This design comes from an exercise in tuning for small area, a short achievable clock period and few clock cycles on the open sky130 flow, not from production work.
RTL that was checked went through simulation tests only; none was proved equivalent to the original.
For runs 1 to 5, only the layout was checked, not whether the RTL still works.
Power is estimated from default activity; no workload was simulated.

==> flow/design.v <==
module CORDIC #(parameter integer W = 32)
(
    input wire clk,
    input wire start,
    input wire signed [31:0] x,
    input wire signed [31:0] y,
    output wire signed [W-1:0]phi,
    output wire done
);
reg [31:0] xr;
reg [31:0] yr;
reg [31:0] z;
reg [4:0] cnt;
reg dn;
reg b27;
wire d = yr[31];
wire [31:0] xs, ys, xn, yn, zn;
cordic_shr u_shx (.a(yr), .s({cnt[4:1], cnt[0]}), .o(xs));
cordic_shr u_shy (.a(xr), .s({cnt[4:1], cnt[0]}), .o(ys));
cordic_addsub u_addx (.a(xr), .b(xs), .inv(d), .o(xn));
cordic_addsub u_addy (.a(yr), .b(ys), .inv(~d), .o(yn));
wire [31:0] atab =
    ({32{cnt == 5'd0}} & 32'h6487ed52) |
    ({32{cnt == 5'd1}} & 32'h3b58ce0a) |
    ({32{cnt == 5'd2}} & 32'h1f5b75fa) |
    ({32{cnt == 5'd3}} & 32'h0feadd4e) |
    ({32{cnt == 5'd4}} & 32'h07fd56ee) |
    ({32{cnt == 5'd5}} & 32'h03ffaab8) |
    ({32{cnt == 5'd6}} & 32'h01fff556) |
    ({32{cnt == 5'd7}} & 32'h00fffeaa) |
    ({32{cnt == 5'd8}} & 32'h007fffd6) |
    ({32{cnt == 5'd9}} & 32'h003ffffa) |
    ({32{cnt == 5'd10}} & 32'h00200000) |
    ({32{cnt == 5'd11}} & 32'h00100000) |
    ({32{cnt == 5'd12}} & 32'h00080000) |
    ({32{cnt == 5'd13}} & 32'h00040000) |
    ({32{cnt == 5'd14}} & 32'h00020000) |
    ({32{cnt == 5'd15}} & 32'h00010000) |
    ({32{cnt == 5'd16}} & 32'h00008000) |
    ({32{cnt == 5'd17}} & 32'h00004000) |
    ({32{cnt == 5'd18}} & 32'h00002000) |
    ({32{cnt == 5'd19}} & 32'h00001000) |
    ({32{cnt == 5'd20}} & 32'h00000800) |
    ({32{cnt == 5'd21}} & 32'h00000400) |
    ({32{cnt == 5'd22}} & 32'h00000200) |
    ({32{cnt == 5'd23}} & 32'h00000100) |
    ({32{cnt == 5'd24}} & 32'h00000080) |
    ({32{cnt == 5'd25}} & 32'h00000040) |
    ({32{cnt == 5'd26}} & 32'h00000020);
wire [31:0] za = (d | dn) ? 32'h0 : atab;
cordic_add u_addz (.a(z), .b(za), .o(zn));
wire [27:0] phi_hi = z[31:4] + {27'd0, b27};
assign phi = {phi_hi, z[3:0]};
assign done = dn;
always @(posedge clk) begin
    if (start) begin
        xr  <= x;
        yr  <= y;
        z   <= 32'h906dfdfb;
    end else begin
        xr  <= xn;
        yr  <= yn;
        z   <= zn;
    end
    if (start) begin
        cnt <= 5'd0;
        dn  <= 1'b0;
    end else if (!dn) begin
        cnt <= cnt + 5'd1;
        dn  <= (cnt == 5'd26);
        b27 <= ~yn[31];
    end
end
endmodule
module cordic_shr (input wire [31:0] a, input wire [4:0] s, output wire [31:0] o);
wire [31:0] l0 = s[0] ? {{1{a[31]}}, a[31:1]} : a;
wire [31:0] l1 = s[1] ? {{2{l0[31]}}, l0[31:2]} : l0;
wire [31:0] l2 = s[2] ? {{4{l1[31]}}, l1[31:4]} : l1;
wire [31:0] l3 = s[3] ? {{8{l2[31]}}, l2[31:8]} : l2;
wire [31:0] l4 = s[4] ? {{16{l3[31]}}, l3[31:16]} : l3;
assign o = l4;
endmodule
module cordic_addsub (input wire [31:0] a, input wire [31:0] b, input wire inv, output wire [31:0] o);
wire [31:0] bx = b ^ {32{inv}};
wire [31:0] p, g;
cordic_pg u_pg (.a(a), .b(bx), .cin(inv), .p(p), .g(g));
cordic_pfx u_pfx (.p(p), .g(g), .cin(inv), .o(o));
endmodule
module cordic_pg (input wire [31:0] a, input wire [31:0] b, input wire cin, output wire [31:0] p, output wire [31:0] g);
assign p = a ^ b;
assign g = {a[31:1] & b[31:1], (a[0] & b[0]) | ((a[0] ^ b[0]) & cin)};
endmodule
module cordic_pfx (input wire [31:0] p, input wire [31:0] g, input wire cin, output wire [31:0] o);
wire G0_1 = g[1] | (p[1] & g[0]);
wire G0_3 = g[3] | (p[3] & g[2]);
wire P0_3 = p[3] & p[2];
wire G0_5 = g[5] | (p[5] & g[4]);
wire P0_5 = p[5] & p[4];
wire G0_7 = g[7] | (p[7] & g[6]);
wire P0_7 = p[7] & p[6];
wire G0_9 = g[9] | (p[9] & g[8]);
wire P0_9 = p[9] & p[8];
wire G0_11 = g[11] | (p[11] & g[10]);
wire P0_11 = p[11] & p[10];
wire G0_13 = g[13] | (p[13] & g[12]);
wire P0_13 = p[13] & p[12];
wire G0_15 = g[15] | (p[15] & g[14]);
wire P0_15 = p[15] & p[14];
wire G0_17 = g[17] | (p[17] & g[16]);
wire P0_17 = p[17] & p[16];
wire G0_19 = g[19] | (p[19] & g[18]);
wire P0_19 = p[19] & p[18];
wire G0_21 = g[21] | (p[21] & g[20]);
wire P0_21 = p[21] & p[20];
wire G0_23 = g[23] | (p[23] & g[22]);
wire P0_23 = p[23] & p[22];
wire G0_25 = g[25] | (p[25] & g[24]);
wire P0_25 = p[25] & p[24];
wire G0_27 = g[27] | (p[27] & g[26]);
wire P0_27 = p[27] & p[26];
wire G0_29 = g[29] | (p[29] & g[28]);
wire P0_29 = p[29] & p[28];
wire G0_31 = g[31] | (p[31] & g[30]);
wire P0_31 = p[31] & p[30];
wire G1_2 = g[2] | (p[2] & G0_1);
wire G1_3 = G0_3 | (P0_3 & G0_1);
wire G1_6 = g[6] | (p[6] & G0_5);
wire P1_6 = p[6] & P0_5;
wire G1_7 = G0_7 | (P0_7 & G0_5);
wire P1_7 = P0_7 & P0_5;
wire G1_10 = g[10] | (p[10] & G0_9);
wire P1_10 = p[10] & P0_9;
wire G1_11 = G0_11 | (P0_11 & G0_9);
wire P1_11 = P0_11 & P0_9;
wire G1_14 = g[14] | (p[14] & G0_13);
wire P1_14 = p[14] & P0_13;
wire G1_15 = G0_15 | (P0_15 & G0_13);
wire P1_15 = P0_15 & P0_13;
wire G1_18 = g[18] | (p[18] & G0_17);
wire P1_18 = p[18] & P0_17;
wire G1_19 = G0_19 | (P0_19 & G0_17);
wire P1_19 = P0_19 & P0_17;
wire G1_22 = g[22] | (p[22] & G0_21);
wire P1_22 = p[22] & P0_21;
wire G1_23 = G0_23 | (P0_23 & G0_21);
wire P1_23 = P0_23 & P0_21;
wire G1_26 = g[26] | (p[26] & G0_25);
wire P1_26 = p[26] & P0_25;
wire G1_27 = G0_27 | (P0_27 & G0_25);
wire P1_27 = P0_27 & P0_25;
wire G1_30 = g[30] | (p[30] & G0_29);
wire P1_30 = p[30] & P0_29;
wire G1_31 = G0_31 | (P0_31 & G0_29);
wire P1_31 = P0_31 & P0_29;
wire G2_4 = g[4] | (p[4] & G1_3);
wire G2_5 = G0_5 | (P0_5 & G1_3);
wire G2_6 = G1_6 | (P1_6 & G1_3);
wire G2_7 = G1_7 | (P1_7 & G1_3);
wire G2_12 = g[12] | (p[12] & G1_11);
wire P2_12 = p[12] & P1_11;
wire G2_13 = G0_13 | (P0_13 & G1_11);
wire P2_13 = P0_13 & P1_11;
wire G2_14 = G1_14 | (P1_14 & G1_11);
wire P2_14 = P1_14 & P1_11;
wire G2_15 = G1_15 | (P1_15 & G1_11);
wire P2_15 = P1_15 & P1_11;
wire G2_20 = g[20] | (p[20] & G1_19);
wire P2_20 = p[20] & P1_19;
wire G2_21 = G0_21 | (P0_21 & G1_19);
wire P2_21 = P0_21 & P1_19;
wire G2_22 = G1_22 | (P1_22 & G1_19);
wire P2_22 = P1_22 & P1_19;
wire G2_23 = G1_23 | (P1_23 & G1_19);
wire P2_23 = P1_23 & P1_19;
wire G2_28 = g[28] | (p[28] & G1_27);
wire P2_28 = p[28] & P1_27;
wire G2_29 = G0_29 | (P0_29 & G1_27);
wire P2_29 = P0_29 & P1_27;
wire G2_30 = G1_30 | (P1_30 & G1_27);
wire P2_30 = P1_30 & P1_27;
wire G2_31 = G1_31 | (P1_31 & G1_27);
wire P2_31 = P1_31 & P1_27;
wire G3_8 = g[8] | (p[8] & G2_7);
wire G3_9 = G0_9 | (P0_9 & G2_7);
wire G3_10 = G1_10 | (P1_10 & G2_7);
wire G3_11 = G1_11 | (P1_11 & G2_7);
wire G3_12 = G2_12 | (P2_12 & G2_7);
wire G3_13 = G2_13 | (P2_13 & G2_7);
wire G3_14 = G2_14 | (P2_14 & G2_7);
wire G3_15 = G2_15 | (P2_15 & G2_7);
wire G3_24 = g[24] | (p[24] & G2_23);
wire P3_24 = p[24] & P2_23;
wire G3_25 = G0_25 | (P0_25 & G2_23);
wire P3_25 = P0_25 & P2_23;
wire G3_26 = G1_26 | (P1_26 & G2_23);
wire P3_26 = P1_26 & P2_23;
wire G3_27 = G1_27 | (P1_27 & G2_23);
wire P3_27 = P1_27 & P2_23;
wire G3_28 = G2_28 | (P2_28 & G2_23);
wire P3_28 = P2_28 & P2_23;
wire G3_29 = G2_29 | (P2_29 & G2_23);
wire P3_29 = P2_29 & P2_23;
wire G3_30 = G2_30 | (P2_30 & G2_23);
wire P3_30 = P2_30 & P2_23;
wire G3_31 = G2_31 | (P2_31 & G2_23);
wire P3_31 = P2_31 & P2_23;
wire G4_16 = g[16] | (p[16] & G3_15);
wire G4_17 = G0_17 | (P0_17 & G3_15);
wire G4_18 = G1_18 | (P1_18 & G3_15);
wire G4_19 = G1_19 | (P1_19 & G3_15);
wire G4_20 = G2_20 | (P2_20 & G3_15);
wire G4_21 = G2_21 | (P2_21 & G3_15);
wire G4_22 = G2_22 | (P2_22 & G3_15);
wire G4_23 = G2_23 | (P2_23 & G3_15);
wire G4_24 = G3_24 | (P3_24 & G3_15);
wire G4_25 = G3_25 | (P3_25 & G3_15);
wire G4_26 = G3_26 | (P3_26 & G3_15);
wire G4_27 = G3_27 | (P3_27 & G3_15);
wire G4_28 = G3_28 | (P3_28 & G3_15);
wire G4_29 = G3_29 | (P3_29 & G3_15);
wire G4_30 = G3_30 | (P3_30 & G3_15);
wire G4_31 = G3_31 | (P3_31 & G3_15);
assign o = p ^ {G4_30, G4_29, G4_28, G4_27, G4_26, G4_25, G4_24, G4_23, G4_22, G4_21, G4_20, G4_19, G4_18, G4_17, G4_16, G3_15, G3_14, G3_13, G3_12, G3_11, G3_10, G3_9, G3_8, G2_7, G2_6, G2_5, G2_4, G1_3, G1_2, G0_1, g[0], cin};
endmodule
module cordic_add (input wire [31:0] a, input wire [31:0] b, output wire [31:0] o);
wire [31:0] p = a ^ b;
wire [31:0] g = a & b;
wire cin = 1'b0;
wire G0_1 = g[1] | (p[1] & g[0]);
wire G0_3 = g[3] | (p[3] & g[2]);
wire P0_3 = p[3] & p[2];
wire G0_5 = g[5] | (p[5] & g[4]);
wire P0_5 = p[5] & p[4];
wire G0_7 = g[7] | (p[7] & g[6]);
wire P0_7 = p[7] & p[6];
wire G0_9 = g[9] | (p[9] & g[8]);
wire P0_9 = p[9] & p[8];
wire G0_11 = g[11] | (p[11] & g[10]);
wire P0_11 = p[11] & p[10];
wire G0_13 = g[13] | (p[13] & g[12]);
wire P0_13 = p[13] & p[12];
wire G0_15 = g[15] | (p[15] & g[14]);
wire P0_15 = p[15] & p[14];
wire G0_17 = g[17] | (p[17] & g[16]);
wire P0_17 = p[17] & p[16];
wire G0_19 = g[19] | (p[19] & g[18]);
wire P0_19 = p[19] & p[18];
wire G0_21 = g[21] | (p[21] & g[20]);
wire P0_21 = p[21] & p[20];
wire G0_23 = g[23] | (p[23] & g[22]);
wire P0_23 = p[23] & p[22];
wire G0_25 = g[25] | (p[25] & g[24]);
wire P0_25 = p[25] & p[24];
wire G0_27 = g[27] | (p[27] & g[26]);
wire P0_27 = p[27] & p[26];
wire G0_29 = g[29] | (p[29] & g[28]);
wire P0_29 = p[29] & p[28];
wire G0_31 = g[31] | (p[31] & g[30]);
wire P0_31 = p[31] & p[30];
wire G1_3 = G0_3 | (P0_3 & G0_1);
wire G1_7 = G0_7 | (P0_7 & G0_5);
wire P1_7 = P0_7 & P0_5;
wire G1_11 = G0_11 | (P0_11 & G0_9);
wire P1_11 = P0_11 & P0_9;
wire G1_15 = G0_15 | (P0_15 & G0_13);
wire P1_15 = P0_15 & P0_13;
wire G1_19 = G0_19 | (P0_19 & G0_17);
wire P1_19 = P0_19 & P0_17;
wire G1_23 = G0_23 | (P0_23 & G0_21);
wire P1_23 = P0_23 & P0_21;
wire G1_27 = G0_27 | (P0_27 & G0_25);
wire P1_27 = P0_27 & P0_25;
wire G1_31 = G0_31 | (P0_31 & G0_29);
wire P1_31 = P0_31 & P0_29;
wire G2_7 = G1_7 | (P1_7 & G1_3);
wire G2_15 = G1_15 | (P1_15 & G1_11);
wire P2_15 = P1_15 & P1_11;
wire G2_23 = G1_23 | (P1_23 & G1_19);
wire P2_23 = P1_23 & P1_19;
wire G2_31 = G1_31 | (P1_31 & G1_27);
wire P2_31 = P1_31 & P1_27;
wire G3_15 = G2_15 | (P2_15 & G2_7);
wire G3_31 = G2_31 | (P2_31 & G2_23);
wire P3_31 = P2_31 & P2_23;
wire G4_31 = G3_31 | (P3_31 & G3_15);
wire G5_23 = G2_23 | (P2_23 & G3_15);
wire G6_11 = G1_11 | (P1_11 & G2_7);
wire G6_19 = G1_19 | (P1_19 & G3_15);
wire G6_27 = G1_27 | (P1_27 & G5_23);
wire G7_5 = G0_5 | (P0_5 & G1_3);
wire G7_9 = G0_9 | (P0_9 & G2_7);
wire G7_13 = G0_13 | (P0_13 & G6_11);
wire G7_17 = G0_17 | (P0_17 & G3_15);
wire G7_21 = G0_21 | (P0_21 & G6_19);
wire G7_25 = G0_25 | (P0_25 & G5_23);
wire G7_29 = G0_29 | (P0_29 & G6_27);
wire G8_2 = g[2] | (p[2] & G0_1);
wire G8_4 = g[4] | (p[4] & G1_3);
wire G8_6 = g[6] | (p[6] & G7_5);
wire G8_8 = g[8] | (p[8] & G2_7);
wire G8_10 = g[10] | (p[10] & G7_9);
wire G8_12 = g[12] | (p[12] & G6_11);
wire G8_14 = g[14] | (p[14] & G7_13);
wire G8_16 = g[16] | (p[16] & G3_15);
wire G8_18 = g[18] | (p[18] & G7_17);
wire G8_20 = g[20] | (p[20] & G6_19);
wire G8_22 = g[22] | (p[22] & G7_21);
wire G8_24 = g[24] | (p[24] & G5_23);
wire G8_26 = g[26] | (p[26] & G7_25);
wire G8_28 = g[28] | (p[28] & G6_27);
wire G8_30 = g[30] | (p[30] & G7_29);
assign o = p ^ {G8_30, G7_29, G8_28, G6_27, G8_26, G7_25, G8_24, G5_23, G8_22, G7_21, G8_20, G6_19, G8_18, G7_17, G8_16, G3_15, G8_14, G7_13, G8_12, G6_11, G8_10, G7_9, G8_8, G2_7, G8_6, G7_5, G8_4, G1_3, G8_2, G0_1, g[0], cin};
endmodule
==> flow/run.sh <==
#!/bin/bash
# synth_recipe.tcl (not shown) runs the flow's synth.tcl, then flattens the netlist and writes it again
# the make line also repeats each setting of config.mk as NAME=value (left out here)
make -C /OpenROAD-flow-scripts/flow DESIGN_CONFIG=/design/flow/config.mk WORK_HOME=/design/flow/orfs CLKGATE_MAP_FILE= SYNTH_SCRIPT=/design/flow/synth_recipe.tcl finish
==> flow/config.mk <==
export PLATFORM = sky130hd
export DESIGN_NAME = CORDIC
export DESIGN_NICKNAME = CORDIC
export VERILOG_FILES = /design/flow/design.v
export SDC_FILE = /design/flow/constraint.sdc
export NUM_CORES = 4
export LEC_CHECK = 0
export ABC_AREA = 1
export CAP_MARGIN = 20
export CORE_MARGIN = 2
export CORE_UTILIZATION = 40
export SETUP_SLACK_MARGIN = 4
export SLEW_MARGIN = 20
export SYNTH_HIERARCHICAL = 1
export SYNTH_MINIMUM_KEEP_SIZE = 0
==> flow/constraint.sdc <==
create_clock -name core_clock -period 7.5 [get_ports {clk}]
set_input_delay 1.5000 -clock core_clock [delete_from_list [all_inputs] [get_ports {clk}]]
set_output_delay 1.5000 -clock core_clock [all_outputs]
set_load 0.01 [all_outputs]
==> results of run 1 <==
-- state kept, by name (all words and copies together), names as in the netlist --
name  cells
xr       32
cnt       5
b27       1
yr       32
dn        1
z        32
-- logic make-up after synthesis --
logic type	Yosys count	synth area share (%)
simple gates	1726	53.4
buf+inv	404	13.1
fa+ha+maj	126	11.7
compound gates	103	4.12
flops	103	14.3
xor+xnor	55	3.32
other cells	1	0.0258
-- cell type report --
class / count / area (um^2)
clock buffers: 11 / 243
repair inverters: 11 / 125
multi-input cells: 2014 / 11900
repair buffers: 218 / 2150
well taps: 461 / 577
clock inverters: 5 / 38.8
fillers: 3609 / 17300
flip-flops and latches: 103 / 2140
inverters: 298 / 1240
-- cell usage after synthesis, drive strengths merged --
cell type	number
nor3	18
nand2	1112
nand3b	7
o21bai	3
conb	1
a21boi	4
and3	1
a31oi	4
nor4	1
or2	24
a21o	2
clkbuf	21
nor2	131
ha	110
nand4	10
fa	16
a21oi	77
o21ai	12
dfxtp	102
xor2	30
buf	85
edfxtp	1
clkinv	2
nand3	422
inv	296
a211oi	1
xnor2	25
-- power groups by stage --
| stage | registers (uW) | clock network [uW] | logic [uW] |
|---|---|---|---|
| after floorplan | 1050 | 0 | 5020 |
| after global placement | 1210 | 0 | 6040 |
| after detailed placement | 1210 | 0 | 6140 |
| after CTS | 1210 | 517 | 6260 |
| after global routing | 1280 | 533 | 8220 |
| final | 1250 | 501 | 7260 |
-- worst paths after layout --
path	startpoint	cells after the start	to
worst min register to register	z[0]	2	z[0]
worst min-delay path	z[0]	2	z[0]
worst max register to register	cnt[0]	24	z[31]
worst max-delay path	cnt[0]	24	z[31]
-- modules after synthesis, one instance, submodules excluded --
module         flip-flops and latches  copies in the design  cells
CORDIC                            103                     1    695
cordic_add                          0                     1    173
cordic_addsub                       0                     2    136
cordic_pfx                          0                     2    268
cordic_pg                           0                     2     35
cordic_shr                          0                     2    386
-- metrics by stage --
step | cell area [um^2] | setup slack [ns]
final | 18400 | 3.88
after global routing | 18400 | 3.76
after CTS | 16300 | 3.78
after detailed placement | 15400 | 2.86
after global placement | 15400 | 2.97
after floorplan | 14500 | 4.06
-- cell usage in the layout (no fill, tap or decap), types with 7 or more instances in the layout --
cell type / n
ha_4: 23
clkbuf_16: 13
a21oi_1: 56
nor2_2: 24
inv_2: 17
fa_1: 9
nand2_1: 947
o21ai_0: 9
buf_4: 86
nor2_4: 19
xor2_1: 30
buf_12: 12
nand3b_1: 7
buf_6: 14
nand2_2: 118
dfxtp_2: 15
nor2_1: 88
nand3_4: 7
clkinvlp_4: 15
nand3_2: 98
nand3_1: 317
inv_1: 262
nand4_1: 10
ha_1: 85
dfxtp_4: 12
clkdlybuf4s50_1: 73
nand2_4: 45
fa_2: 7
nor3_1: 12
xnor2_1: 25
dfxtp_1: 75
dlygate4sd2_1: 11
a21oi_2: 16
or2_2: 21
-- worst reg2reg max path: stages, from the launching register on --
cell	delay, ns
dfxtp_4	0.44
clkinvlp_4	0.18
ha_4	0.23
inv_4	0.06
nor2_4	0.05
nand2_4	0.11
nand2_4	0.08
nor3_1	0.14
a21oi_1	0.11
ha_1	0.37
nand2_1	0.09
nand2_1	0.07
nand2_1	0.06
nand2_1	0.07
a21oi_2	0.19
nand2_4	0.10
nand2_4	0.09
nand2_4	0.05
nand2_2	0.06
nand2_2	0.06
nand2_2	0.07
nand2_2	0.05
fa_2	0.38
xnor2_1	0.12
or2_2	0.26
-- metal layers --
layer  up-vias  routed length (um)  track usage (%)
met5         -                  10                0
met4         2                1440             7.41
met3        85                2820             3.64
met2       532               22800             39.9
met1      7398               22000             31.9
li1       8170                   -                -
-- what timing repair did --
item | 4_1_cts | 5_1_grt
resized for setup | 137 | 326
hold endpoints to repair | 0 | 0
setup endpoints to repair | 117 | 80
gates cloned | 7 | 11
setup buffers | 29 | 75
pin swaps | 9 | 85
hold buffers | 0 | 0
==> flow_metrics.tcl, run 1 <==
set metrics [dict create \
    finalPower_uw 9010 \
    netSwitchingFraction_pct 55.1 \
    drc 0 \
    critPathRequiredTime_ns 7.79 \
    slew_headroom_pct 58.1 \
    finalCriticalPeriod_ns 3.62 \
    synth_top_area_share_pct 26.5 \
    p_per_area_mw_per_mm2 489 \
    synth_area_leaders "nand2_1, dfxtp_1, nand3_1" \
    fp.dieH_um 195 \
    numCtsBuffers 9 \
    place_congestion 0.942 \
    rrSetupSlack_ns 3.88 \
    startpoint_type "flop" \
    num_antenna_cells 0 \
    drtIter0Drc 1289 \
    p_leak_uw 0.0100 \
    internal_power_uw 4050 \
    synth.avg_cell_area_um2 5.77 \
    critPathMaxStageDelay_ns 0.44 \
    post-route-util_pct 51.6 \
    antenna_found_initial 1 \
    cts_tree "done" \
    hold-worst-slack_ns 0.575 \
    setup_viol 0 \
    drt-pass1-iter-count 9 \
    via_per_inst 5.19 \
    synth_cell_types 44 \
    die_w_um 195 \
    maxSlewViolCount 0 \
    start_util_pct 40.7 \
    synthCells 2518 \
    worstSetupPathType "flop to flop" \
    first_global_vias 14400 \
    cp_num_buf_inv 2 \
    wirelength_um 49000 \
    p_comb_share_pct 80.6 \
    insertion_delay_ns 0.40 \
    cp_max_fo 6 \
    final_hold_viol_count 0 \
    rsz0062_at_grt "true" \
    track_usage_pct 24.0 \
    grt_max_degree 50 \
    fin_nets 2847 \
    max_freq_mhz 276 \
    die-area_mm2 0.0378 \
    dpl.hpwl_um 34500 \
    status "timing/DRC/antenna clean" \
    num_rows 69 \
    path_cells "clkinvlp_4, ha_4, inv_4, nor2_4, nand2_4, nand2_4, nor3_1, a21oi_1, ha_1, nand2_1, nand2_1, nand2_1, nand2_1, a21oi_2, nand2_4, nand2_4, nand2_4, nand2_2, nand2_2, nand2_2, nand2_2, fa_2, xnor2_1, or2_2" \
    hp-class "flop to flop" \
    antenna_left 0 \
    cts_max_path_buffers 2 \
    clkTransAtPathRegs_ns 0.08 \
    synth_seq_cells 103 \
    crit_family "simple AND/OR/NAND/NOR gates" \
    clkPwrFrac_pct 5.6 \
    synth_area_mm2 0.0145 \
    cts.sinks 103 \
    dp_cells 2983 \
    cts-htree-levels 3 \
    io_buffers 98 \
    skew_ns 0.0211 \
    cp_common_cell "nand2_4" \
    cp_slowest_cell "dfxtp_4" \
    num_io_pins 99 \
    vias 16200 \
    grt_pass1_wl_um 73600 \
    cap_violations 0 \
    p_seq_share_pct 13.8 \
    yosysTopAreaCell "nand2_1" \
    worstPathArrival_ns 3.90 \
    overflow 0 \
    core_area_mm2 0.0357 \
    synth_warnings 7 \
    area_growth_pct 26.8 \
    ys_seq_area_share_pct 14.3 \
    worstMarginPinSlew_ns 0.628 \
    critical_path.endpoint_type "flop" \
    ctsRootBufferMaster "clkbuf_16" \
    drive_gt1_share_pct 23.3 \
    power.switching_uw 4960 \
    tns_ns 0 \
    fin_crit_sh_pct 48.2 \
    avgRoutedWirePerCell_um 15.7 \
    stdcell_count 3121 \
    vdd_drop_max_v 0.000286 \
]
==> inputs of run 2 (changes only) <==
--- a/flow/design.v
+++ b/flow/design.v
@@ -82,12 +82,17 @@
 endmodule
 module cordic_addsub (input wire [31:0] a, input wire [31:0] b, input wire inv, output wire [31:0] o);
-wire [31:0] bx = b ^ {32{inv}};
+wire [31:0] ax;
+cordic_xor u_x (.a(a), .s(inv), .o(ax));
 wire [31:0] p, g;
-cordic_pg u_pg (.a(a), .b(bx), .cin(inv), .p(p), .g(g));
+cordic_pgx u_pg (.a(a), .ax(ax), .b(b), .cin(inv), .p(p), .g(g));
 cordic_pfx u_pfx (.p(p), .g(g), .cin(inv), .o(o));
 endmodule
-module cordic_pg (input wire [31:0] a, input wire [31:0] b, input wire cin, output wire [31:0] p, output wire [31:0] g);
-assign p = a ^ b;
-assign g = {a[31:1] & b[31:1], (a[0] & b[0]) | ((a[0] ^ b[0]) & cin)};
+module cordic_xor (input wire [31:0] a, input wire s, output wire [31:0] o);
+assign o = a ^ {32{s}};
+endmodule
+module cordic_pgx (input wire [31:0] a, input wire [31:0] ax, input wire [31:0] b, input wire cin, output wire [31:0] p, output wire [31:0] g);
+assign p = ax ^ b;
+wire [31:0] g1 = a & ~p;
+assign g = {g1[31:1], g1[0] | (p[0] & cin)};
 endmodule
 module cordic_pfx (input wire [31:0] p, input wire [31:0] g, input wire cin, output wire [31:0] o);
==> flow_metrics.tcl, run 2 <==
set metrics [dict create \
    status "timing/DRC/antenna clean" \
    dp_slack_ns 2.74 \
    tns_ns 0 \
    cts_tree "done" \
    start_util_pct 40.4 \
    first_global_vias 15200 \
    reg2reg_depth 26 \
    area_growth_pct 23.2 \
    synthCells 2835 \
    maxSlewViolCount 0 \
    finalCriticalPeriod_ns 3.60 \
    cp_max_fo 5 \
    worstSetupPathType "flop to flop" \
    p_leak_uw 0.0106 \
    p_per_area_mw_per_mm2 491 \
    final_hold_viol_count 0 \
    reg_top3 "xr: 32 flops, yr: 32 flops, z: 32 flops" \
    worstMarginPinSlew_ns 0.606 \
    die_w_um 198 \
    core_area_mm2 0.0374 \
    avgRoutedWirePerCell_um 14.9 \
    slew_headroom_pct 59.6 \
    mostFrequentLayoutCells "nand2_1, inv_1, nand3_1, nor2_1, nand2_2" \
    vias 17200 \
    place_congestion 0.922 \
    num_io_pins 99 \
    cts_max_path_buffers 2 \
    worstPathArrival_ns 3.88 \
    hp-class "flop to flop" \
    hp-start "z[0]" \
    ctsRootBufferMaster "clkbuf_16" \
    synth.avg_cell_area_um2 5.33 \
    via_per_inst 4.96 \
    holdPathEnd "z[0]" \
    drc 0 \
    die-area_mm2 0.0394 \
    numCtsBuffers 9 \
    antenna_found_initial 0 \
    cts-htree-levels 3 \
    io_buffers 98 \
    rsz0062_at_grt "true" \
    fp.dieH_um 198 \
    reg2reg_from "cnt[1]" \
    rrSetupSlack_ns 3.90 \
    skew_ns 0.0125 \
    fin_crit_sh_pct 48.0 \
    startpoint "cnt[1]" \
    vdd_drop_max_v 0.000256 \
    startpoint_type "flop" \
    antenna_left 0 \
    drive_gt1_share_pct 18.8 \
    hold_buffers 0 \
    track_usage_pct 25.5 \
    clkTransAtPathRegs_ns 0.08 \
    fin_nets 3083 \
    layout.cells.most_common "nand2_1" \
    cap_violations 0 \
    num_rows 71 \
    cts.sinks 103 \
    r2r_end "z[31]" \
    synth_area_mm2 0.0151 \
    grt_max_degree 53 \
    critical_path.endpoint_type "flop" \
    critPathRequiredTime_ns 7.78 \
    drt-pass1-iter-count 5 \
    grt_pass1_wl_um 79300 \
    wirelength_um 51700 \
    num_antenna_cells 0 \
    fin_ws_ns 3.90 \
    max_freq_mhz 278 \
    insertion_delay_ns 0.39 \
    dpl.hpwl_um 37600 \
    setup_viol 0 \
    hold_depth 2 \
    overflow 0 \
    synth_warnings 7 \
    drtIter0Drc 1204 \
]
## run 2: worst max-delay path: stages, from the launching register on
cell and delay [ns]:
dfxtp_4 0.41, clkinvlp_4 0.17, ha_4 0.22, inv_2 0.07
nor2_4 0.05, nand2_4 0.11, nand3_2 0.13, nor2_4 0.14
nand3_1 0.11, nand2_1 0.10, inv_1 0.08, ha_4 0.23
nand2_1 0.07, nand2_2 0.09, nand2_1 0.09, nand2_1 0.08
a21oi_4 0.16, nand2_4 0.10, nand2_2 0.08, nand2_4 0.06
nand2_2 0.06, nand2_2 0.06, nand2_2 0.07, nand2_2 0.05
fa_2 0.33, xnor2_1 0.12, or2_2 0.26
## run 2: routing by layer
metal	wire length, um	track usage, %
met5	0	0
met4	1410	7.24
met3	2450	3.71
met2	24000	42.8
met1	23800	33.8
## run 2: report_power, final
group / internal (uW) / total [uW] / switching, uW
combinational: 2830 / 7300 / 4470
sequential: 842 / 1320 / 475
clock: 269 / 519 / 250
## run 2: repair_timing
item / CTS / global route
setup endpoints to repair: 112 / 76
buffers inserted: 40 / 52
pin swaps: 21 / 52
gates resized for setup: 170 / 256
cloned: 9 / 4
endpoints found under the hold margin: 0 / 0
## run 2: area by class of cell
class / count / area (um^2)
clock buffer: 11 / 243
clock inverter: 4 / 56.3
timing repair inverter: 9 / 75.1
inverter: 423 / 1710
tap: 511 / 639
fill: 3954 / 18800
multi-input combinational: 2204 / 11700
sequential: 103 / 2130
timing repair buffer: 205 / 2040
## run 2: per-stage QoR
step	area [um^2]	power [uW]	instances	utilization (%)	hold WS, ns
after detailed placement	16100	7580	3350	43.0	0.562
after global placement	16100	7480	3350	43.0	0.556
after global routing	18600	10200	3470	49.8	0.623
after CTS	17300	8360	3414	46.3	0.586
final	18600	9140	3470	49.8	0.577
after floorplan	15100	6260	2836	-	0.537
## run 2: how the worst max path moves through the flow
stage                     endpoint  slack (ns)  cells past startpoint
after floorplan              z[31]        4.01                     26
after global placement       z[31]        2.83                     24
after detailed placement     z[31]        2.74                     26
after CTS                    z[31]        3.76                     21
after global routing         z[31]        3.71                     26
final                        z[31]        3.90                     26
==> inputs of run 3 (changes only) <==
--- a/flow/design.v
+++ b/flow/design.v
@@ -14,8 +14,9 @@
 reg dn;
 reg b27;
+reg [1:0] c0;
 wire d = yr[31];
 wire [31:0] xs, ys, xn, yn, zn;
-cordic_shr u_shx (.a(yr), .s({cnt[4:1], cnt[0]}), .o(xs));
-cordic_shr u_shy (.a(xr), .s({cnt[4:1], cnt[0]}), .o(ys));
+cordic_shr u_shx (.a(yr), .s({cnt[4:1], c0[0]}), .o(xs));
+cordic_shr u_shy (.a(xr), .s({cnt[4:1], ~c0[1]}), .o(ys));
 cordic_addsub u_addx (.a(xr), .b(xs), .inv(d), .o(xn));
 cordic_addsub u_addy (.a(yr), .b(ys), .inv(~d), .o(yn));
@@ -66,8 +67,12 @@
         cnt <= 5'd0;
         dn  <= 1'b0;
+        c0[0] <= 1'b0;
+        c0[1] <= 1'b1;
     end else if (!dn) begin
         cnt <= cnt + 5'd1;
         dn  <= (cnt == 5'd26);
         b27 <= ~yn[31];
+        c0[0] <= ~c0[0];
+        c0[1] <= ~c0[1];
     end
 end
==> flow_metrics.tcl, run 3 <==
set metrics [dict create \
    status "timing/DRC/antenna clean" \
    place_congestion 0.968 \
    antenna_left 0 \
    fp.dieH_um 200 \
    fillers 3926 \
    layout.cells.most_common "nand2_1" \
    critPathRequiredTime_ns 6.00 \
    cts_max_path_buffers 2 \
    rsz0062_at_grt "true" \
    dpl.hpwl_um 36500 \
    io_buffers 98 \
    synth_warnings 7 \
    slew_headroom_pct 46.2 \
    clkTransAtPathRegs_ns 0.08 \
    drc 0 \
    cts-htree-levels 3 \
    avgRoutedWirePerCell_um 14.2 \
    max_freq_mhz 284 \
    core_area_mm2 0.0378 \
    worstPathArrival_ns 2.02 \
    mostFrequentLayoutCells "nand2_1, inv_1, nand3_1, nor2_1, nand2_2" \
    worstSetupPathType "flop to primary output" \
    critical_path.endpoint_type "primary output" \
    final_hold_viol_count 0 \
    die-area_mm2 0.0399 \
    synthCells 2849 \
    grt_pass1_wl_um 77400 \
    startpoint_type "flop" \
    skew_ns 0.0198 \
    p_per_area_mw_per_mm2 484 \
    first_global_vias 15100 \
    cp_max_fo 4 \
    dp_cells 3360 \
    area_growth_pct 19.7 \
    hold_buffers 0 \
    insertion_delay_ns 0.41 \
    hp-class "flop to flop" \
    finalPower_uw 8890 \
    grt_max_degree 67 \
    cts.sinks 105 \
    vdd_drop_max_v 0.000255 \
    p_leak_uw 0.0105 \
    track_usage_pct 24.4 \
    via_per_inst 4.93 \
    reg_top3 "xr: 32 flops, yr: 32 flops, z: 32 flops" \
    finalCriticalPeriod_ns 3.52 \
    hold-worst-slack_ns 0.487 \
    overflow 0 \
    wirelength_um 49100 \
    num_io_pins 99 \
    drtIter0Drc 1178 \
    ctsRootBufferMaster "clkbuf_16" \
    vias 17100 \
    die_w_um 200 \
    num_rows 71 \
    antenna_found_initial 0 \
    start_util_pct 40.6 \
    maxSlewViolCount 0 \
    synth.avg_cell_area_um2 5.39 \
    worstMarginPinSlew_ns 0.807 \
    synth_area_mm2 0.0153 \
    num_antenna_cells 0 \
    stdcell_count 3462 \
    setup_viol 0 \
    tns_ns 0 \
    fin_nets 3074 \
    fin_crit_sh_pct 46.9 \
    numCtsBuffers 9 \
    cap_violations 0 \
    drive_gt1_share_pct 17.5 \
    drt-pass1-iter-count 6 \
    cts_tree "done" \
]
run 3: layout make-up:
class	instances	area (um^2)	share of cell area, %
Inverter	420	1690	9.18
Clock buffer	11	233	1.27
Sequential cell	105	2180	11.9
Multi-Input combinational cell	2217	11600	63.4
Clock inverter	5	46.3	0.252
Timing Repair Buffer	186	1880	10.3
Tap cell	511	639	3.48
Timing Repair inverter	7	53.8	0.293
run 3: power breakdown:
| part | leakage (uW) | internal, uW | switching, uW |
|---|---|---|---|
| clock | 0.000137 | 232 | 260 |
| sequential | 0.000886 | 855 | 472 |
| combinational | 0.00944 | 2720 | 4360 |
run 3: worst paths after layout:
path | start | end | slack (ns) | cells after the start
worst min register to register | c0[1] | c0[1] | 0.49 | 1
worst min-delay path | c0[1] | c0[1] | 0.49 | 1
worst max register to register | cnt[1] | z[31] | 3.98 | 27
worst max-delay path | b27 | phi[18] | 3.98 | 10
run 3: routing by layer:
| metal | track usage [%] | wire length, um | vias up |
|---|---|---|---|
| met3 | 3.43 | 2540 | 68 |
| met1 | 33.4 | 23100 | 7606 |
| met4 | 8.34 | 1540 | 0 |
| met2 | 39.1 | 21900 | 451 |
| met5 | 0 | 0 | - |
| li1 | - | - | 8930 |
run 3: per-stage QoR:
stage               cell area, um^2  setup slack (ns)  utilization [%]
floorplan                     15300              4.10                -
global placement              16200              3.08             43.0
detailed placement            16200              3.04             43.0
CTS                           17300              3.83             45.8
global route                  18400              3.77             48.6
finish                        18400              3.98             48.6
run 3: repair_timing:
item                                    CTS  global route
setup buffers                            45            32
hold endpoints to repair                  0             0
gates cloned                              6             3
pin swaps                                22            61
endpoints found under the setup margin  115            82
resized for setup                       143           205
run 3: critical path, cell delays in order (launching register included):
cell      delay (ns)
edfxtp_1        0.40
ha_4            0.19
ha_4            0.16
nand3_4         0.11
nor2_4          0.13
buf_6           0.11
nand2_4         0.04
nor2_4          0.12
nand2_1         0.08
xor2_1          0.14
buf_2           0.14
==> inputs of run 4 (changes only) <==
--- a/flow/design.v
+++ b/flow/design.v
@@ -51,6 +51,5 @@
 wire [31:0] za = (d | dn) ? 32'h0 : atab;
 cordic_add u_addz (.a(z), .b(za), .o(zn));
-wire [27:0] phi_hi = z[31:4] + {27'd0, b27};
-assign phi = {phi_hi, z[3:0]};
+cordic_fin u_fin (.a(z), .b(b27), .o(phi));
 assign done = dn;
 always @(posedge clk) begin
@@ -322,2 +321,70 @@
 assign o = p ^ {G8_30, G7_29, G8_28, G6_27, G8_26, G7_25, G8_24, G5_23, G8_22, G7_21, G8_20, G6_19, G8_18, G7_17, G8_16, G3_15, G8_14, G7_13, G8_12, G6_11, G8_10, G7_9, G8_8, G2_7, G8_6, G7_5, G8_4, G1_3, G8_2, G0_1, g[0], cin};
 endmodule
+module cordic_fin (input wire [31:0] a, input wire b, output wire [31:0] o);
+wire [27:0] t = a[31:4];
+wire a0_1 = t[1] & t[0];
+wire a0_3 = t[3] & t[2];
+wire a0_5 = t[5] & t[4];
+wire a0_7 = t[7] & t[6];
+wire a0_9 = t[9] & t[8];
+wire a0_11 = t[11] & t[10];
+wire a0_13 = t[13] & t[12];
+wire a0_15 = t[15] & t[14];
+wire a0_17 = t[17] & t[16];
+wire a0_19 = t[19] & t[18];
+wire a0_21 = t[21] & t[20];
+wire a0_23 = t[23] & t[22];
+wire a0_25 = t[25] & t[24];
+wire a0_27 = t[27] & t[26];
+wire a1_2 = t[2] & a0_1;
+wire a1_3 = a0_3 & a0_1;
+wire a1_6 = t[6] & a0_5;
+wire a1_7 = a0_7 & a0_5;
+wire a1_10 = t[10] & a0_9;
+wire a1_11 = a0_11 & a0_9;
+wire a1_14 = t[14] & a0_13;
+wire a1_15 = a0_15 & a0_13;
+wire a1_18 = t[18] & a0_17;
+wire a1_19 = a0_19 & a0_17;
+wire a1_22 = t[22] & a0_21;
+wire a1_23 = a0_23 & a0_21;
+wire a1_26 = t[26] & a0_25;
+wire a1_27 = a0_27 & a0_25;
+wire a2_4 = t[4] & a1_3;
+wire a2_5 = a0_5 & a1_3;
+wire a2_6 = a1_6 & a1_3;
+wire a2_7 = a1_7 & a1_3;
+wire a2_12 = t[12] & a1_11;
+wire a2_13 = a0_13 & a1_11;
+wire a2_14 = a1_14 & a1_11;
+wire a2_15 = a1_15 & a1_11;
+wire a2_20 = t[20] & a1_19;
+wire a2_21 = a0_21 & a1_19;
+wire a2_22 = a1_22 & a1_19;
+wire a2_23 = a1_23 & a1_19;
+wire a3_8 = t[8] & a2_7;
+wire a3_9 = a0_9 & a2_7;
+wire a3_10 = a1_10 & a2_7;
+wire a3_11 = a1_11 & a2_7;
+wire a3_12 = a2_12 & a2_7;
+wire a3_13 = a2_13 & a2_7;
+wire a3_14 = a2_14 & a2_7;
+wire a3_15 = a2_15 & a2_7;
+wire a3_24 = t[24] & a2_23;
+wire a3_25 = a0_25 & a2_23;
+wire a3_26 = a1_26 & a2_23;
+wire a3_27 = a1_27 & a2_23;
+wire a4_16 = t[16] & a3_15;
+wire a4_17 = a0_17 & a3_15;
+wire a4_18 = a1_18 & a3_15;
+wire a4_19 = a1_19 & a3_15;
+wire a4_20 = a2_20 & a3_15;
+wire a4_21 = a2_21 & a3_15;
+wire a4_22 = a2_22 & a3_15;
+wire a4_23 = a2_23 & a3_15;
+wire a4_24 = a3_24 & a3_15;
+wire a4_25 = a3_25 & a3_15;
+wire a4_26 = a3_26 & a3_15;
+wire a4_27 = a3_27 & a3_15;
+assign o = {t ^ {(b & a4_26), (b & a4_25), (b & a4_24), (b & a4_23), (b & a4_22), (b & a4_21), (b & a4_20), (b & a4_19), (b & a4_18), (b & a4_17), (b & a4_16), (b & a3_15), (b & a3_14), (b & a3_13), (b & a3_12), (b & a3_11), (b & a3_10), (b & a3_9), (b & a3_8), (b & a2_7), (b & a2_6), (b & a2_5), (b & a2_4), (b & a1_3), (b & a1_2), (b & a0_1), (b & t[0]), b}, a[3:0]};
+endmodule
==> flow_metrics.tcl, run 4 <==
set metrics [dict create \
    die_w_um 199 \
    cts-htree-levels 3 \
    worstMarginPinSlew_ns 1.03 \
    wirelength_um 50400 \
    fin_crit_sh_pct 46.3 \
    start_util_pct 40.5 \
    synthCells 2842 \
    busiest_layer "met2" \
    holdPathEnd "c0[1]" \
    critical_path.endpoint_type "flop" \
    r2r_end "z[31]" \
    antenna_left 0 \
    cp_max_fo 6 \
    first_global_vias 15700 \
    grt_max_degree 73 \
    hold_buffers 0 \
    avgRoutedWirePerCell_um 14.5 \
    reg2reg_depth 22 \
    use_met2_pct 41.7 \
    cts.sinks 105 \
    finalCriticalPeriod_ns 3.47 \
    dpl.hpwl_um 36800 \
    fillers 4044 \
    layout.cells.most_common "nand2_1" \
    drive_gt1_share_pct 16.8 \
    maxSlewViolCount 0 \
    num_io_pins 99 \
    rrSetupSlack_ns 4.03 \
    internal_power_uw 3660 \
    cap_violations 0 \
    setup_viol 0 \
    num_rows 71 \
    synth_area_mm2 0.0152 \
    hp-start "c0[1]" \
    worstPathArrival_ns 3.76 \
    fp.dieH_um 199 \
    cts_max_path_buffers 2 \
    worstSetupPathType "flop to flop" \
    startpoint_type "flop" \
    tns_ns 0 \
    grtUsageMet1_pct 32.6 \
    power.switching_uw 5010 \
    clkTransAtPathRegs_ns 0.09 \
    status "timing/DRC/antenna clean" \
    reg_top3 "xr: 32 flops, yr: 32 flops, z: 32 flops" \
    ctsRootBufferMaster "clkbuf_16" \
    overflow 0 \
    num_antenna_cells 0 \
    core_area_mm2 0.0376 \
    critPathRequiredTime_ns 7.79 \
    use_met3_pct 3.36 \
    netSwitchingFraction_pct 57.7 \
    dp_slack_ns 3.17 \
    place_congestion 0.999 \
    synth.avg_cell_area_um2 5.36 \
    drt-pass1-iter-count 5 \
    clkPwrFrac_pct 6.0 \
    fin_ws_ns 4.03 \
    die-area_mm2 0.0397 \
    rsz0062_at_grt "true" \
    grt_pass1_wl_um 79000 \
    reg2reg_from "cnt[1]" \
    track_usage_pct 24.8 \
    vias 17500 \
    skew_ns 0.0168 \
    p_comb_share_pct 78.9 \
    drc 0 \
    insertion_delay_ns 0.40 \
    cts_tree "done" \
    drtIter0Drc 1312 \
    p_leak_uw 0.0104 \
    hp-class "flop to flop" \
    area_growth_pct 18.8 \
    final_hold_viol_count 0 \
    slew_headroom_pct 31.1 \
    synth_warnings 7 \
    vdd_drop_max_v 0.000176 \
    via_per_inst 5.04 \
    hold_depth 1 \
    p_per_area_mw_per_mm2 479 \
    fin_nets 3076 \
    mostFrequentLayoutCells "nand2_1, nand3_1, inv_1, nor2_1, nand2_2" \
    p_seq_share_pct 15.1 \
    numCtsBuffers 9 \
    antenna_found_initial 0 \
    io_buffers 98 \
    max_freq_mhz 288 \
]
## run 4: area by class of cell
| type | instances | area [um^2] | area share (%) |
|---|---|---|---|
| Clock buffer | 9 | 225 | 1.24 |
| Sequential cell | 105 | 2200 | 12.2 |
| Timing Repair inverter | 7 | 56.3 | 0.311 |
| Tap cell | 511 | 639 | 3.53 |
| Clock inverter | 7 | 72.6 | 0.401 |
| Timing Repair Buffer | 195 | 1840 | 10.2 |
| Inverter | 419 | 1670 | 9.23 |
| Multi-Input combinational cell | 2212 | 11400 | 62.9 |
## run 4: power by group through the flow
stage	sequential [uW]	combinational, uW	clock (uW)
after global routing	1360	7840	555
final	1310	6840	517
after detailed placement	1300	6290	0
after global placement	1300	6180	0
after CTS	1290	6450	537
after floorplan	1130	5180	0
## run 4: through the flow
stage	area, um^2	total power (uW)	hold WS [ns]	util, %	cells
4_1_cts	17200	8280	0.561	45.8	3429
5_1_grt	18100	9760	0.510	48.1	3465
3_5_place_dp	16200	7580	0.464	43.0	3353
6_report	18100	8670	0.494	48.1	3465
2_1_floorplan	15200	6310	0.434	-	2843
3_3_place_gp	16200	7480	0.447	43.0	3353
## run 4: critical path, cell delays in order (launching register included)
cell,delay [ns]
dfxtp_4,0.40
buf_4,0.16
ha_4,0.16
inv_2,0.07
nor2_4,0.05
nand2_2,0.11
buf_4,0.14
nand3_1,0.08
nor2_1,0.24
a21oi_1,0.17
ha_1,0.21
a21o_1,0.18
nand3_1,0.08
nand2_2,0.08
a21oi_2,0.19
nand2_4,0.08
nand2_2,0.06
nand2_2,0.06
nand2_2,0.06
nand2_2,0.05
fa_2,0.33
xnor2_1,0.12
or2_2,0.26
## run 4: what timing repair did
item | in CTS | in global routing
gates resized for setup | 159 | 167
gates cloned | 8 | 4
pin swaps | 15 | 31
endpoints found under the setup margin | 116 | 78
hold endpoints to repair | 0 | 0
setup buffers | 52 | 32
## run 4: how the worst max path moves through the flow
stage                       from  endpoint  slack, ns  cells past startpoint
final                     cnt[1]     z[31]       4.03                     22
after global routing      cnt[1]    xr[17]       3.88                     25
after CTS                 cnt[3]    xr[17]       3.87                     17
after detailed placement  cnt[2]    xr[17]       3.17                     19
after global placement    cnt[2]    yr[17]       3.26                     19
after floorplan           cnt[1]     z[31]       4.09                     26
## run 4: layer usage
layer / vias up / wire (um)
met5: - / 0
met4: 0 / 1700
met3: 111 / 2710
met2: 514 / 23000
met1: 7922 / 22900
li1: 8925 / -
==> inputs of run 5 (changes only) <==
--- a/flow/design.v
+++ b/flow/design.v
@@ -14,9 +14,9 @@
 reg dn;
 reg b27;
-reg [1:0] c0;
+reg [3:0] c0;
 wire d = yr[31];
 wire [31:0] xs, ys, xn, yn, zn;
 cordic_shr u_shx (.a(yr), .s({cnt[4:1], c0[0]}), .o(xs));
-cordic_shr u_shy (.a(xr), .s({cnt[4:1], ~c0[1]}), .o(ys));
+cordic_shr u_shy (.a(xr), .s({cnt[4:1], c0[2]}), .o(ys));
 cordic_addsub u_addx (.a(xr), .b(xs), .inv(d), .o(xn));
 cordic_addsub u_addy (.a(yr), .b(ys), .inv(~d), .o(yn));
@@ -68,4 +68,6 @@
         c0[0] <= 1'b0;
         c0[1] <= 1'b1;
+        c0[2] <= 1'b0;
+        c0[3] <= 1'b1;
     end else if (!dn) begin
         cnt <= cnt + 5'd1;
@@ -74,4 +76,6 @@
         c0[0] <= ~c0[0];
         c0[1] <= ~c0[1];
+        c0[2] <= ~c0[2];
+        c0[3] <= ~c0[3];
     end
 end
@@ -267,57 +271,103 @@
 wire G0_31 = g[31] | (p[31] & g[30]);
 wire P0_31 = p[31] & p[30];
+wire G1_2 = g[2] | (p[2] & G0_1);
 wire G1_3 = G0_3 | (P0_3 & G0_1);
+wire G1_6 = g[6] | (p[6] & G0_5);
+wire P1_6 = p[6] & P0_5;
 wire G1_7 = G0_7 | (P0_7 & G0_5);
 wire P1_7 = P0_7 & P0_5;
+wire G1_10 = g[10] | (p[10] & G0_9);
+wire P1_10 = p[10] & P0_9;
 wire G1_11 = G0_11 | (P0_11 & G0_9);
 wire P1_11 = P0_11 & P0_9;
+wire G1_14 = g[14] | (p[14] & G0_13);
+wire P1_14 = p[14] & P0_13;
 wire G1_15 = G0_15 | (P0_15 & G0_13);
 wire P1_15 = P0_15 & P0_13;
+wire G1_18 = g[18] | (p[18] & G0_17);
+wire P1_18 = p[18] & P0_17;
 wire G1_19 = G0_19 | (P0_19 & G0_17);
 wire P1_19 = P0_19 & P0_17;
+wire G1_22 = g[22] | (p[22] & G0_21);
+wire P1_22 = p[22] & P0_21;
 wire G1_23 = G0_23 | (P0_23 & G0_21);
 wire P1_23 = P0_23 & P0_21;
+wire G1_26 = g[26] | (p[26] & G0_25);
+wire P1_26 = p[26] & P0_25;
 wire G1_27 = G0_27 | (P0_27 & G0_25);
 wire P1_27 = P0_27 & P0_25;
+wire G1_30 = g[30] | (p[30] & G0_29);
+wire P1_30 = p[30] & P0_29;
 wire G1_31 = G0_31 | (P0_31 & G0_29);
 wire P1_31 = P0_31 & P0_29;
+wire G2_4 = g[4] | (p[4] & G1_3);
+wire G2_5 = G0_5 | (P0_5 & G1_3);
+wire G2_6 = G1_6 | (P1_6 & G1_3);
 wire G2_7 = G1_7 | (P1_7 & G1_3);
+wire G2_12 = g[12] | (p[12] & G1_11);
+wire P2_12 = p[12] & P1_11;
+wire G2_13 = G0_13 | (P0_13 & G1_11);
+wire P2_13 = P0_13 & P1_11;
+wire G2_14 = G1_14 | (P1_14 & G1_11);
+wire P2_14 = P1_14 & P1_11;
 wire G2_15 = G1_15 | (P1_15 & G1_11);
 wire P2_15 = P1_15 & P1_11;
+wire G2_20 = g[20] | (p[20] & G1_19);
+wire P2_20 = p[20] & P1_19;
+wire G2_21 = G0_21 | (P0_21 & G1_19);
+wire P2_21 = P0_21 & P1_19;
+wire G2_22 = G1_22 | (P1_22 & G1_19);
+wire P2_22 = P1_22 & P1_19;
 wire G2_23 = G1_23 | (P1_23 & G1_19);
 wire P2_23 = P1_23 & P1_19;
+wire G2_28 = g[28] | (p[28] & G1_27);
+wire P2_28 = p[28] & P1_27;
+wire G2_29 = G0_29 | (P0_29 & G1_27);
+wire P2_29 = P0_29 & P1_27;
+wire G2_30 = G1_30 | (P1_30 & G1_27);
+wire P2_30 = P1_30 & P1_27;
 wire G2_31 = G1_31 | (P1_31 & G1_27);
 wire P2_31 = P1_31 & P1_27;
+wire G3_8 = g[8] | (p[8] & G2_7);
+wire G3_9 = G0_9 | (P0_9 & G2_7);
+wire G3_10 = G1_10 | (P1_10 & G2_7);
+wire G3_11 = G1_11 | (P1_11 & G2_7);
+wire G3_12 = G2_12 | (P2_12 & G2_7);
+wire G3_13 = G2_13 | (P2_13 & G2_7);
+wire G3_14 = G2_14 | (P2_14 & G2_7);
 wire G3_15 = G2_15 | (P2_15 & G2_7);
+wire G3_24 = g[24] | (p[24] & G2_23);
+wire P3_24 = p[24] & P2_23;
+wire G3_25 = G0_25 | (P0_25 & G2_23);
+wire P3_25 = P0_25 & P2_23;
+wire G3_26 = G1_26 | (P1_26 & G2_23);
+wire P3_26 = P1_26 & P2_23;
+wire G3_27 = G1_27 | (P1_27 & G2_23);
+wire P3_27 = P1_27 & P2_23;
+wire G3_28 = G2_28 | (P2_28 & G2_23);
+wire P3_28 = P2_28 & P2_23;
+wire G3_29 = G2_29 | (P2_29 & G2_23);
+wire P3_29 = P2_29 & P2_23;
+wire G3_30 = G2_30 | (P2_30 & G2_23);
+wire P3_30 = P2_30 & P2_23;
 wire G3_31 = G2_31 | (P2_31 & G2_23);
 wire P3_31 = P2_31 & P2_23;
+wire G4_16 = g[16] | (p[16] & G3_15);
+wire G4_17 = G0_17 | (P0_17 & G3_15);
+wire G4_18 = G1_18 | (P1_18 & G3_15);
+wire G4_19 = G1_19 | (P1_19 & G3_15);
+wire G4_20 = G2_20 | (P2_20 & G3_15);
+wire G4_21 = G2_21 | (P2_21 & G3_15);
+wire G4_22 = G2_22 | (P2_22 & G3_15);
+wire G4_23 = G2_23 | (P2_23 & G3_15);
+wire G4_24 = G3_24 | (P3_24 & G3_15);
+wire G4_25 = G3_25 | (P3_25 & G3_15);
+wire G4_26 = G3_26 | (P3_26 & G3_15);
+wire G4_27 = G3_27 | (P3_27 & G3_15);
+wire G4_28 = G3_28 | (P3_28 & G3_15);
+wire G4_29 = G3_29 | (P3_29 & G3_15);
+wire G4_30 = G3_30 | (P3_30 & G3_15);
 wire G4_31 = G3_31 | (P3_31 & G3_15);
-wire G5_23 = G2_23 | (P2_23 & G3_15);
-wire G6_11 = G1_11 | (P1_11 & G2_7);
-wire G6_19 = G1_19 | (P1_19 & G3_15);
-wire G6_27 = G1_27 | (P1_27 & G5_23);
-wire G7_5 = G0_5 | (P0_5 & G1_3);
-wire G7_9 = G0_9 | (P0_9 & G2_7);
-wire G7_13 = G0_13 | (P0_13 & G6_11);
-wire G7_17 = G0_17 | (P0_17 & G3_15);
-wire G7_21 = G0_21 | (P0_21 & G6_19);
-wire G7_25 = G0_25 | (P0_25 & G5_23);
-wire G7_29 = G0_29 | (P0_29 & G6_27);
-wire G8_2 = g[2] | (p[2] & G0_1);
-wire G8_4 = g[4] | (p[4] & G1_3);
-wire G8_6 = g[6] | (p[6] & G7_5);
-wire G8_8 = g[8] | (p[8] & G2_7);
-wire G8_10 = g[10] | (p[10] & G7_9);
-wire G8_12 = g[12] | (p[12] & G6_11);
-wire G8_14 = g[14] | (p[14] & G7_13);
-wire G8_16 = g[16] | (p[16] & G3_15);
-wire G8_18 = g[18] | (p[18] & G7_17);
-wire G8_20 = g[20] | (p[20] & G6_19);
-wire G8_22 = g[22] | (p[22] & G7_21);
-wire G8_24 = g[24] | (p[24] & G5_23);
-wire G8_26 = g[26] | (p[26] & G7_25);
-wire G8_28 = g[28] | (p[28] & G6_27);
-wire G8_30 = g[30] | (p[30] & G7_29);
-assign o = p ^ {G8_30, G7_29, G8_28, G6_27, G8_26, G7_25, G8_24, G5_23, G8_22, G7_21, G8_20, G6_19, G8_18, G7_17, G8_16, G3_15, G8_14, G7_13, G8_12, G6_11, G8_10, G7_9, G8_8, G2_7, G8_6, G7_5, G8_4, G1_3, G8_2, G0_1, g[0], cin};
+assign o = p ^ {G4_30, G4_29, G4_28, G4_27, G4_26, G4_25, G4_24, G4_23, G4_22, G4_21, G4_20, G4_19, G4_18, G4_17, G4_16, G3_15, G3_14, G3_13, G3_12, G3_11, G3_10, G3_9, G3_8, G2_7, G2_6, G2_5, G2_4, G1_3, G1_2, G0_1, g[0], cin};
 endmodule
 module cordic_fin (input wire [31:0] a, input wire b, output wire [31:0] o);
==> flow_metrics.tcl, run 5 <==
set metrics [dict create \
    cts_tree "done" \
    area_growth_pct 14.0 \
    numCtsBuffers 9 \
    wirelength_um 50100 \
    critical_path.endpoint_type "primary output" \
    dpl.hpwl_um 36800 \
    die-area_mm2 0.0406 \
    synth.avg_cell_area_um2 5.27 \
    finalPower_uw 8570 \
    io_buffers 98 \
    status "timing/DRC/antenna clean" \
    core_area_mm2 0.0386 \
    p_seq_share_pct 16.3 \
    num_rows 72 \
    insertion_delay_ns 0.41 \
    antenna_left 0 \
    vias 17700 \
    cts.sinks 105 \
    p_comb_share_pct 77.6 \
    first_global_vias 15900 \
    synth_area_mm2 0.0156 \
    fp.dieH_um 202 \
    start_util_pct 40.5 \
    reg_top3 "xr: 32 flops, yr: 32 flops, z: 32 flops" \
    rsz0062_at_grt "true" \
    final_hold_viol_count 0 \
    via_per_inst 4.98 \
    tns_ns 0 \
    dpl_cell_area_mm2 0.0165 \
    clkTransAtPathRegs_ns 0.08 \
    cp_max_fo 5 \
    power.switching_uw 5040 \
    cts_max_path_buffers 2 \
    antenna_found_initial 0 \
    stdcell_count 3556 \
    track_usage_pct 23.8 \
    drtIter0Drc 1532 \
    hp-class "flop to flop" \
    internal_power_uw 3530 \
    startpoint_type "flop" \
    dp_slack_ns 3.36 \
    drive_gt1_share_pct 12.2 \
    drc 0 \
    grt_pass1_wl_um 79300 \
    netSwitchingFraction_pct 58.8 \
    critPathRequiredTime_ns 6.00 \
    place_congestion 0.955 \
    layout.cells.most_common "nand2_1" \
    finalCriticalPeriod_ns 3.51 \
    dp_cells 3479 \
    cap_violations 0 \
    synthCells 2962 \
    max_freq_mhz 285 \
    ctsRootBufferMaster "clkbuf_16" \
    mostFrequentLayoutCells "nand2_1, inv_1, nand3_1, nor2_1, a21oi_1" \
    worstPathArrival_ns 2.01 \
    setup_viol 0 \
    design_area_mm2 0.0178 \
    fin_ws_ns 3.99 \
    maxSlewViolCount 0 \
    num_io_pins 99 \
    avgRoutedWirePerCell_um 14.1 \
    cts-htree-levels 3 \
    skew_ns 0.0145 \
    overflow 0 \
    fin_crit_sh_pct 46.8 \
    hold_buffers 0 \
    fin_nets 3150 \
    vdd_drop_max_v 0.000199 \
    grt_max_degree 104 \
    worstSetupPathType "flop to primary output" \
    synth_warnings 7 \
    num_antenna_cells 0 \
    p_leak_uw 0.0106 \
    die_w_um 202 \
    worstMarginPinSlew_ns 0.788 \
    p_per_area_mw_per_mm2 481 \
    drt-pass1-iter-count 6 \
    slew_headroom_pct 47.5 \
    clkPwrFrac_pct 6.1 \
]
==> run 5: repair_timing <==
| item | in CTS | in global routing |
|---|---|---|
| setup endpoints to repair | 112 | 72 |
| buffers inserted | 17 | 31 |
| gates resized for setup | 81 | 83 |
| cloned | 8 | 5 |
| pin swaps | 7 | 6 |
==> run 5: per-layer routing <==
metal	part of all wire, %	vias up	track usage (%)
met5	0	-	0
met4	2.6	0	6.41
met3	4.7	88	3.11
met2	47	436	41.0
met1	46	7959	31.1
li1	-	9217	-
==> run 5: path summary, 6_finish.rpt <==
path / slack, ns / startpoint / end / cells after the start
worst max-delay path: 3.99 / z[4] / phi[19] / 10
worst min-delay path: 0.52 / cnt[0] / cnt[0] / 2
worst max register to register: 4.04 / yr[31] / z[16] / 15
worst min register to register: 0.52 / cnt[0] / cnt[0] / 2
==> run 5: worst max-delay path, cell delays in order (launching register included) <==
cell           delay [ns]
dfxtp_4              0.37
nand2_2              0.08
nor2_4               0.18
nand2_4              0.10
buf_4                0.15
nor2_4               0.11
buf_4                0.14
nand3_1              0.08
nand2_1              0.07
nand2_1              0.04
dlygate4sd2_1        0.28
==> run 5: per-stage QoR <==
step	hold slack, ns	utilization, %
finish	0.523	46.2
global route	0.553	46.2
CTS	0.490	44.5
detailed placement	0.465	42.8
global placement	0.453	42.8
floorplan	0.443	-
==> run 5: cell type report <==
type                    count  area, um^2
clock buffers              10         250
clock inverters             6        57.6
fillers                  4302       20800
inverters                 436        1730
multi-input cells        2314       11200
flip-flops and latches    105        2170
well taps                 518         648
repair buffers            161        1680
repair inverters            6        45.0
==> run 5: power groups by stage <==
| stage | clock network (uW) | logic (uW) | registers (uW) |
|---|---|---|---|
| floorplan | 0 | 5390 | 1130 |
| global placement | 0 | 6340 | 1390 |
| detailed placement | 0 | 6440 | 1390 |
| CTS | 541 | 6530 | 1380 |
| global route | 558 | 7700 | 1430 |
| finish | 523 | 6650 | 1400 |
==> inputs of run 6 (changes only) <==
--- a/flow/design.v
+++ b/flow/design.v
@@ -14,9 +14,9 @@
 reg dn;
 reg b27;
-reg [3:0] c0;
+reg [1:0] c0;
 wire d = yr[31];
 wire [31:0] xs, ys, xn, yn, zn;
 cordic_shr u_shx (.a(yr), .s({cnt[4:1], c0[0]}), .o(xs));
-cordic_shr u_shy (.a(xr), .s({cnt[4:1], c0[2]}), .o(ys));
+cordic_shr u_shy (.a(xr), .s({cnt[4:1], ~c0[1]}), .o(ys));
 cordic_addsub u_addx (.a(xr), .b(xs), .inv(d), .o(xn));
 cordic_addsub u_addy (.a(yr), .b(ys), .inv(~d), .o(yn));
@@ -68,6 +68,4 @@
         c0[0] <= 1'b0;
         c0[1] <= 1'b1;
-        c0[2] <= 1'b0;
-        c0[3] <= 1'b1;
     end else if (!dn) begin
         cnt <= cnt + 5'd1;
@@ -76,6 +74,4 @@
         c0[0] <= ~c0[0];
         c0[1] <= ~c0[1];
-        c0[2] <= ~c0[2];
-        c0[3] <= ~c0[3];
     end
 end
==> flow_metrics.tcl, run 6 <==
set metrics [dict create \
    status "timing/DRC/antenna clean" \
    grtUsageMet1_pct 32.4 \
    cts.sinks 105 \
    hp-class "flop to flop" \
    multiInputGateArea_mm2 0.0113 \
    synth_area_mm2 0.0156 \
    fillers 4262 \
    cp_max_fo 5 \
    clkTransAtPathRegs_ns 0.08 \
    overflow 0 \
    startpoint_type "flop" \
    max_freq_mhz 290 \
    setup_viol 0 \
    p_per_area_mw_per_mm2 485 \
    track_usage_pct 24.1 \
    drive_gt1_share_pct 12.9 \
    die-area_mm2 0.0407 \
    final_hold_viol_count 0 \
    antenna_found_initial 0 \
    use_met2_pct 39.9 \
    synth.avg_cell_area_um2 5.26 \
    regArea_mm2 0.00217 \
    skew_ns 0.0168 \
    critical_path.endpoint_type "primary output" \
    first_global_vias 16000 \
    p_leak_uw 0.0105 \
    finalPower_uw 8580 \
    insertion_delay_ns 0.40 \
    finalCriticalPeriod_ns 3.45 \
    cts-htree-levels 3 \
    synth_warnings 7 \
    layout.cells.most_common "nand2_1" \
    ctsRootBufferMaster "clkbuf_16" \
    fp.dieH_um 202 \
    avgRoutedWirePerCell_um 14.0 \
    worstPathArrival_ns 1.95 \
    numCtsBuffers 9 \
    area_growth_pct 13.4 \
    cts_tree "done" \
    synthCells 2971 \
    rsz0062_at_grt "true" \
    worstMarginPinSlew_ns 0.559 \
    grt_max_degree 59 \
    grt_pass1_wl_um 80300 \
    num_rows 72 \
    place_congestion 0.940 \
    tns_ns 0 \
    drt-pass1-iter-count 6 \
    cts_max_path_buffers 2 \
    core_area_mm2 0.0386 \
    mostFrequentLayoutCells "nand2_1, inv_1, nand3_1, nor2_1, a21oi_1" \
    worstSetupPathType "flop to primary output" \
    use_met3_pct 2.40 \
    drtIter0Drc 1494 \
    start_util_pct 40.5 \
    maxSlewViolCount 0 \
    io_buffers 98 \
    slew_headroom_pct 62.8 \
    antenna_left 0 \
    cap_violations 0 \
    die_w_um 202 \
    drc 0 \
    dpl.hpwl_um 36800 \
    via_per_inst 4.96 \
    vias 17700 \
    dp_cells 3489 \
    fin_crit_sh_pct 46.0 \
    vdd_drop_max_v 0.000149 \
    fin_nets 3166 \
    stdcell_count 3572 \
    wirelength_um 49900 \
    num_antenna_cells 0 \
    num_io_pins 99 \
    busiest_layer "met2" \
    reg_top3 "xr: 32 flops, yr: 32 flops, z: 32 flops" \
    critPathRequiredTime_ns 6.00 \
    hold-worst-slack_ns 0.528 \
]
-- run 6: changes by cell type in the layout (fill, tap and decap cells not counted), moves of 5 or more --
cell | before | now
inv_1 | 415 | 409
buf_4 | 40 | 58
buf_12 | 10 | 3
clkbuf_16 | 15 | 10
nand2_1 | 1144 | 1149
-- run 6: routing by layer --
layer | wire length, um | share of wire [%]
met5 | 0 | 0
met4 | 1430 | 2.9
met3 | 2390 | 4.8
met2 | 22500 | 45
met1 | 23600 | 47
-- run 6: repair_timing --
action | 4_1_cts | 5_1_grt
resized for setup | 86 | 105
endpoints found under the setup margin | 99 | 75
pin swaps | 9 | 9
setup buffers | 21 | 35
cloned | 9 | 2
hold buffers | 0 | 0
-- run 6: final timing paths --
path               start  slack [ns]  cells after the start       to
setup / recovery     b27        4.05                      9  phi[20]
hold / removal     c0[1]        0.53                      1    c0[1]
setup reg to reg  cnt[1]        4.17                     21    z[16]
hold reg to reg    c0[1]        0.53                      1    c0[1]
-- run 6: final cells by class --
class	instances	share of cell area, %
clock buffer	10	1.35
clock inverter	6	0.276
inverter	433	9.68
multi-input combinational	2326	63.8
sequential	105	12.2
tap	518	3.66
timing repair buffer	166	8.68
timing repair inverter	8	0.346
-- run 6: where the power goes --
group	switching [uW]	internal, uW	total (uW)
sequential	525	850	1380
clock	265	239	505
combinational	4260	2440	6700
-- run 6: worst max-delay path: stages (launching register included) --
cell and delay [ns]:
edfxtp_1 0.37, buf_8 0.16, clkinvlp_4 0.09, buf_4 0.15
nor2_2 0.11, nand3_2 0.11, nor2_4 0.17, buf_4 0.13
xor2_1 0.13, buf_2 0.14
-- run 6: metrics by stage --
step,util [%],setup WS [ns],cell area [um^2]
6_report,45.9,4.05,17700
5_1_grt,45.9,3.96,17700
3_5_place_dp,42.9,3.41,16500
2_1_floorplan,-,4.15,15600
3_3_place_gp,42.9,3.40,16500
4_1_cts,44.6,3.90,17200
Testbench counts of run 6, summed over its fixed seeds: cycles 22,400.

## re-timing with driven ports
Ports are ideal in the flow. The routed layouts listed here were re-timed in OpenROAD.
Step 1 sets driving cells, clkbuf_16 on the clock port and buf_2 on the other inputs (assumed; they add their load-dependent delay and slew).
Step 2 adds t to the input delays and takes it off the output delays; t is the mean of the earliest and latest rising clock arrival at the registers after step 1. Input paths then give back, and output paths get back, about the clock's delay inside the block.
Three values: ideal ports, drivers, drivers and shift; two values: the first two.
| run | t, ns | slack for setup (ns) | worst setup path at the end |
|---|---|---|---|
| run 1 | 0.446 | 3.882 / 3.882 / 3.882 | register to register |
| run 2 | 0.440 | 3.899 / 3.895 / 3.899 | register to register |
| run 3 | 0.451 | 3.979 / 3.924 / 3.980 | register to register |
| run 4 | 0.444 | 4.031 / 4.002 / 4.031 | register to register |
| run 5 | 0.456 | 3.986 / 3.931 / 4.037 | register to register |
| run 6 | 0.446 | 4.048 / 3.992 / 4.167 | register to register |
After both steps setup and hold are still met in every run listed.
